From an optimization exercise on the open Yosys and OpenROAD flow, aimed at small area; shortcuts taken in it are not production practice. In this exercise RTL edits were held to simulation tests only and were not proved equivalent to the original. No activity file was given, so power comes from the tool's default toggle rates.

// rgb565_to_ycbcr422
module rgb565_to_ycbcr422
(
    input   wire                    sys_clk         ,
    input   wire                    sys_rst_n       ,
    input   wire    [15:0]          rgb_data        ,
    output  reg     signed  [7:0]   img_out         ,
    output  wire    [1:0]           state           ,
    output  wire                    start_en
);
==> flow/config.mk <==
export PLATFORM = sky130hd
export DESIGN_NAME = rgb565_to_ycbcr422
export DESIGN_NICKNAME = rgb565_to_ycbcr422
export VERILOG_FILES = /design/flow/design.v
export SDC_FILE = /design/flow/constraint.sdc
export NUM_CORES = 4
export LEC_CHECK = 0
export CAP_MARGIN = 20
export CORE_MARGIN = 2
export CORE_UTILIZATION = 40
export SLEW_MARGIN = 20
export SYNTH_HIERARCHICAL = 1
==> flow/constraint.sdc <==
create_clock -name core_clock -period 5.0 [get_ports {sys_clk}]
set_input_delay 1.0000 -clock core_clock [delete_from_list [all_inputs] [get_ports {sys_clk}]]
set_output_delay 1.0000 -clock core_clock [all_outputs]
set_load 0.01 [all_outputs]
standard.sh (not shown) runs the stock make flow with config.mk's settings and CLKGATE_MAP_FILE= SYNTH_SCRIPT=/design/flow/synth_recipe.tcl, a recipe that flattens the netlist after the stock synthesis.
==> flow/flow/run.sh <==
#!/bin/bash
# Standard layout, with the smallest buffer cell on the ports and a clock
# tree without dummy balancing loads.
set -euo pipefail
export BUFFER_PORTS_ARGS="-buffer_cell sky130_fd_sc_hd__buf_1"
export CTS_ARGS="-sink_clustering_enable -repair_clock_nets -dont_use_dummy_load -buf_list sky130_fd_sc_hd__clkbuf_4 -root_buf sky130_fd_sc_hd__clkbuf_4"
bash standard.sh > standard_flow.log 2>&1
Then changed:
- CORE_UTILIZATION: 40 -> 50
After rerunning: Combinational power increases by about 2%. Critical path depth increases by 2. Setup slack loses 58 ps. Synthesized area is unchanged. Design area is about the same. Cell count decreases by 6.4%. Wire length increases by 0.74%. Core utilization increases by 12 points. Maximum frequency decreases by 1.2%. Clock power decreases by about 3%. Clock skew hardly moves.
Then changed:
==> flow/flow/run.sh (replaced) <==
#!/bin/bash
# Standard layout, with the smallest buffer cell on the ports and a clock
# tree without dummy balancing loads.
set -euo pipefail
export BUFFER_PORTS_ARGS="-buffer_cell sky130_fd_sc_hd__buf_1"
export CTS_ARGS="-sink_clustering_enable -repair_clock_nets -dont_use_dummy_load -buf_list sky130_fd_sc_hd__clkbuf_8 -root_buf sky130_fd_sc_hd__clkbuf_4"
bash standard.sh > standard_flow.log 2>&1
- CORE_UTILIZATION: 50 -> 40
=> Register-to-register slack gains 60 ps. Worst setup slack gains 58 ps. Non-clock buffer count fell by 2. Hold slack loses 16 ps. Clock-buffer cell count stays the same. Cell area is about the same. Routed wire length fell by 0.74%.
Then changed:
==> flow/flow/run.sh (replaced) <==
#!/bin/bash
# Standard layout, with the smallest buffer cell on the ports and a clock
# tree without dummy balancing loads.
set -euo pipefail
export BUFFER_PORTS_ARGS="-buffer_cell sky130_fd_sc_hd__buf_1"
export CTS_ARGS="-sink_clustering_enable -sink_clustering_size 40 -sink_clustering_max_diameter 200 -repair_clock_nets -dont_use_dummy_load -buf_list sky130_fd_sc_hd__clkbuf_8 -root_buf sky130_fd_sc_hd__clkbuf_8"
bash standard.sh > standard_flow.log 2>&1
Effect:
- design area went up by 0.86%
- setup slack is about the same
- core utilization went up by 0.38 points
- total power went up by about 4%
- combinational power went up by about 0.6%
- maximum frequency is about the same
- hold slack stays flat
- wire length went up by 1.4%
- register-to-register slack barely changes
- die area stays the same
Then changed:
==> flow/flow/run.sh (replaced) <==
#!/bin/bash
# Standard layout, but the port buffers are the smallest buffer cell.
set -euo pipefail
export BUFFER_PORTS_ARGS="-buffer_cell sky130_fd_sc_hd__buf_1"
bash standard.sh > standard_flow.log 2>&1
After rerunning: The new run passed the timing, DRC and antenna checks; setup slack is better by 11 ps; synthesized area does not change; critical path depth does not change.

========
== main ==
Another version of the RTL of rgb565_to_ycbcr422 (not shown whole).
Size in the first run: roughly 270 cells after synthesis, roughly 35 flip-flops.
export LEC_CHECK = 0
export CAP_MARGIN = 20
export CORE_MARGIN = 2
export CORE_UTILIZATION = 40
export CTS_CLUSTER_DIAMETER = 150
export CTS_CLUSTER_SIZE = 50
export SLEW_MARGIN = 20
export SYNTH_HIERARCHICAL = 1
create_clock -name core_clock -period 5.0 [get_ports {sys_clk}]
==> flow/flow/run.sh <==
#!/bin/bash
# Standard layout, but the port buffers are the smallest buffer cell.
set -euo pipefail
export BUFFER_PORTS_ARGS="-buffer_cell sky130_fd_sc_hd__buf_1"
bash standard.sh > standard_flow.log 2>&1
--- input diff main..the feature branch ---
Settings: CTS_CLUSTER_DIAMETER removed (was 150); PLACE_DENSITY newly set to 0.8; CTS_CLUSTER_SIZE removed (was 50).
Results
The critical path startpoint comes out k[1]$_DFF_PN0_ in one run and k[0]$_DFF_PN0_ in the other, namely in the feature branch and main respectively. Non-clock buffer count (higher): main. Setup slack in the feature branch is smaller than in main. From main to the feature branch the numbers moved as follows: period utilization increased by 2.7 points relative to the old numbers; number of logic inverters in the finished layout shows no meaningful change; switching power total saw an increase.

========
Setup of cedar:
RTL: one of the versions met above, not the one the previous note started from.
Size in the first run: about 35 flip-flops, about 29 I/O pins, ~3300 um^2 of cells after synthesis.
// rgb565_to_ycbcr422
module rgb565_to_ycbcr422
(
    input   wire                    sys_clk         ,
    input   wire                    sys_rst_n       ,
    input   wire    [15:0]          rgb_data        ,
    output  reg     signed  [7:0]   img_out         ,
    output  wire    [1:0]           state           ,
    output  wire                    start_en
);
export LEC_CHECK = 0
export CAP_MARGIN = 20
export CORE_MARGIN = 2
export CORE_UTILIZATION = 40
export SLEW_MARGIN = 20
export SYNTH_HIERARCHICAL = 1
create_clock -name core_clock -period 5.0 [get_ports {sys_clk}]
==> flow/flow/run.sh <==
#!/bin/bash
# Standard layout, with the smallest buffer cell on the ports and a clock
# tree without dummy balancing loads.
set -euo pipefail
export BUFFER_PORTS_ARGS="-buffer_cell sky130_fd_sc_hd__buf_1"
export CTS_ARGS="-sink_clustering_enable -repair_clock_nets -dont_use_dummy_load"
bash standard.sh > standard_flow.log 2>&1
Changes in quartz relative to cedar:
# cedar
export LEC_CHECK = 0
export CAP_MARGIN = 20
export CORE_MARGIN = 2
export CORE_UTILIZATION = 40
export SLEW_MARGIN = 20
export SYNTH_HIERARCHICAL = 1
create_clock -name core_clock -period 5.0 [get_ports {sys_clk}]
# quartz
export LEC_CHECK = 0
export CAP_MARGIN = 20
export CORE_MARGIN = 2
export CORE_UTILIZATION = 40
export PLACE_DENSITY = 0.5
export SLEW_MARGIN = 20
export SYNTH_HIERARCHICAL = 1
create_clock -name core_clock -period 5.0 [get_ports {sys_clk}]
==> flow/flow/run.sh <==
#!/bin/bash
# Standard layout, with the smallest buffer cell on the ports and a clock
# tree without dummy balancing loads.
set -euo pipefail
export BUFFER_PORTS_ARGS="-buffer_cell sky130_fd_sc_hd__buf_1"
export CTS_ARGS="-sink_clustering_enable -repair_clock_nets -dont_use_dummy_load -buf_list sky130_fd_sc_hd__clkbuf_4 -root_buf sky130_fd_sc_hd__clkbuf_4"
bash standard.sh > standard_flow.log 2>&1
### Flow results
Compare cedar and quartz | total power after layout higher: cedar
Compared with cedar, in quartz maximum operating frequency +0.43%, final worst-path setup slack +0.020 ns, area of all placed cells without fillers +19 um^2.

========
rgb565_to_ycbcr422 again, from the RTL that the note above started with.
==> flow/config.mk <==
export PLATFORM = sky130hd
export DESIGN_NAME = rgb565_to_ycbcr422
export DESIGN_NICKNAME = rgb565_to_ycbcr422
export VERILOG_FILES = /design/flow/design.v
export SDC_FILE = /design/flow/constraint.sdc
export NUM_CORES = 4
export LEC_CHECK = 0
export CAP_MARGIN = 20
export CORE_MARGIN = 2
export CORE_UTILIZATION = 40
export SLEW_MARGIN = 20
export SYNTH_HIERARCHICAL = 1
==> flow/constraint.sdc <==
create_clock -name core_clock -period 5.0 [get_ports {sys_clk}]
set_input_delay 1.0000 -clock core_clock [delete_from_list [all_inputs] [get_ports {sys_clk}]]
set_output_delay 1.0000 -clock core_clock [all_outputs]
set_load 0.01 [all_outputs]
==> flow/flow/run.sh <==
#!/bin/bash
# Standard layout, with the smallest buffer cell on the ports and a clock
# tree without dummy balancing loads.
set -euo pipefail
export BUFFER_PORTS_ARGS="-buffer_cell sky130_fd_sc_hd__buf_1"
export CTS_ARGS="-sink_clustering_enable -repair_clock_nets -dont_use_dummy_load -buf_list sky130_fd_sc_hd__clkbuf_4 -root_buf sky130_fd_sc_hd__clkbuf_8"
bash standard.sh > standard_flow.log 2>&1
The baseline ran to the end with no violations.
Next try:
--- a/flow/flow/run.sh
+++ b/flow/flow/run.sh
@@ -6 +6 @@
-export CTS_ARGS="-sink_clustering_enable -repair_clock_nets -dont_use_dummy_load -buf_list sky130_fd_sc_hd__clkbuf_4 -root_buf sky130_fd_sc_hd__clkbuf_8"
+export CTS_ARGS="-repair_clock_nets -dont_use_dummy_load -buf_list sky130_fd_sc_hd__clkbuf_4 -root_buf sky130_fd_sc_hd__clkbuf_4"
Effect:
- The changed run produced a clean layout
- critical path depth does not change
- total power went down by about 4%
- setup slack is about the same
- sequential share of layout area grows by 0.21 points
- utilization went down by 0.38 points

-- static timing again, ports no longer ideal --
In the flow no input, the clock included, has a driving cell. The finished layouts below were timed again as built, in two steps. Step 1, drivers: a clkbuf_16 drives sys_clk and a buf_2 each remaining input, both assumed. Step 2 adds t to the input delays and takes it off the output delays; t is the mean of the earliest and latest rising clock arrival at the registers after step 1. Input paths then give back, and output paths get back, about the clock's delay inside the block. Three values: ideal, step 1, step 2; two values: the first two.
run	t, ns	setup slack, ns	hold WS [ns]	latest minus earliest clock arrival (ns)
the first run of note 1	0.356	0.259 / 0.259 / 0.259	0.428 / 0.428 / 0.428	0.036 / 0.037
the second run of note 1	0.344	0.201 / 0.201 / 0.201	0.444 / 0.444 / 0.444	0.035 / 0.034
the third run of note 1	0.356	0.259 / 0.259 / 0.259	0.428 / 0.428 / 0.428	0.036 / 0.037
the fourth run of note 1	0.310	0.261 / 0.261 / 0.261	0.427 / 0.427 / 0.427	0.027 / 0.026
the fifth run of note 1	0.319	0.272 / 0.272 / 0.272	0.438 / 0.438 / 0.438	0.009 / 0.009
main	0.315	0.201 / 0.201 / 0.201	0.438 / 0.438 / 0.438	0.008 / 0.008
the feature branch	0.314	0.066 / 0.066 / 0.066	0.444 / 0.444 / 0.444	0.002 / 0.002
cedar	0.310	0.261 / 0.261 / 0.261	0.427 / 0.427 / 0.427	0.027 / 0.026
quartz	0.346	0.282 / 0.282 / 0.282	0.427 / 0.427 / 0.427	0.045 / 0.045
the first run of note 4	0.310	0.261 / 0.261 / 0.261	0.427 / 0.427 / 0.427	0.027 / 0.026
the second run of note 4	0.356	0.259 / 0.259 / 0.259	0.428 / 0.428 / 0.428	0.036 / 0.037
After both steps every run listed still meets setup and hold.
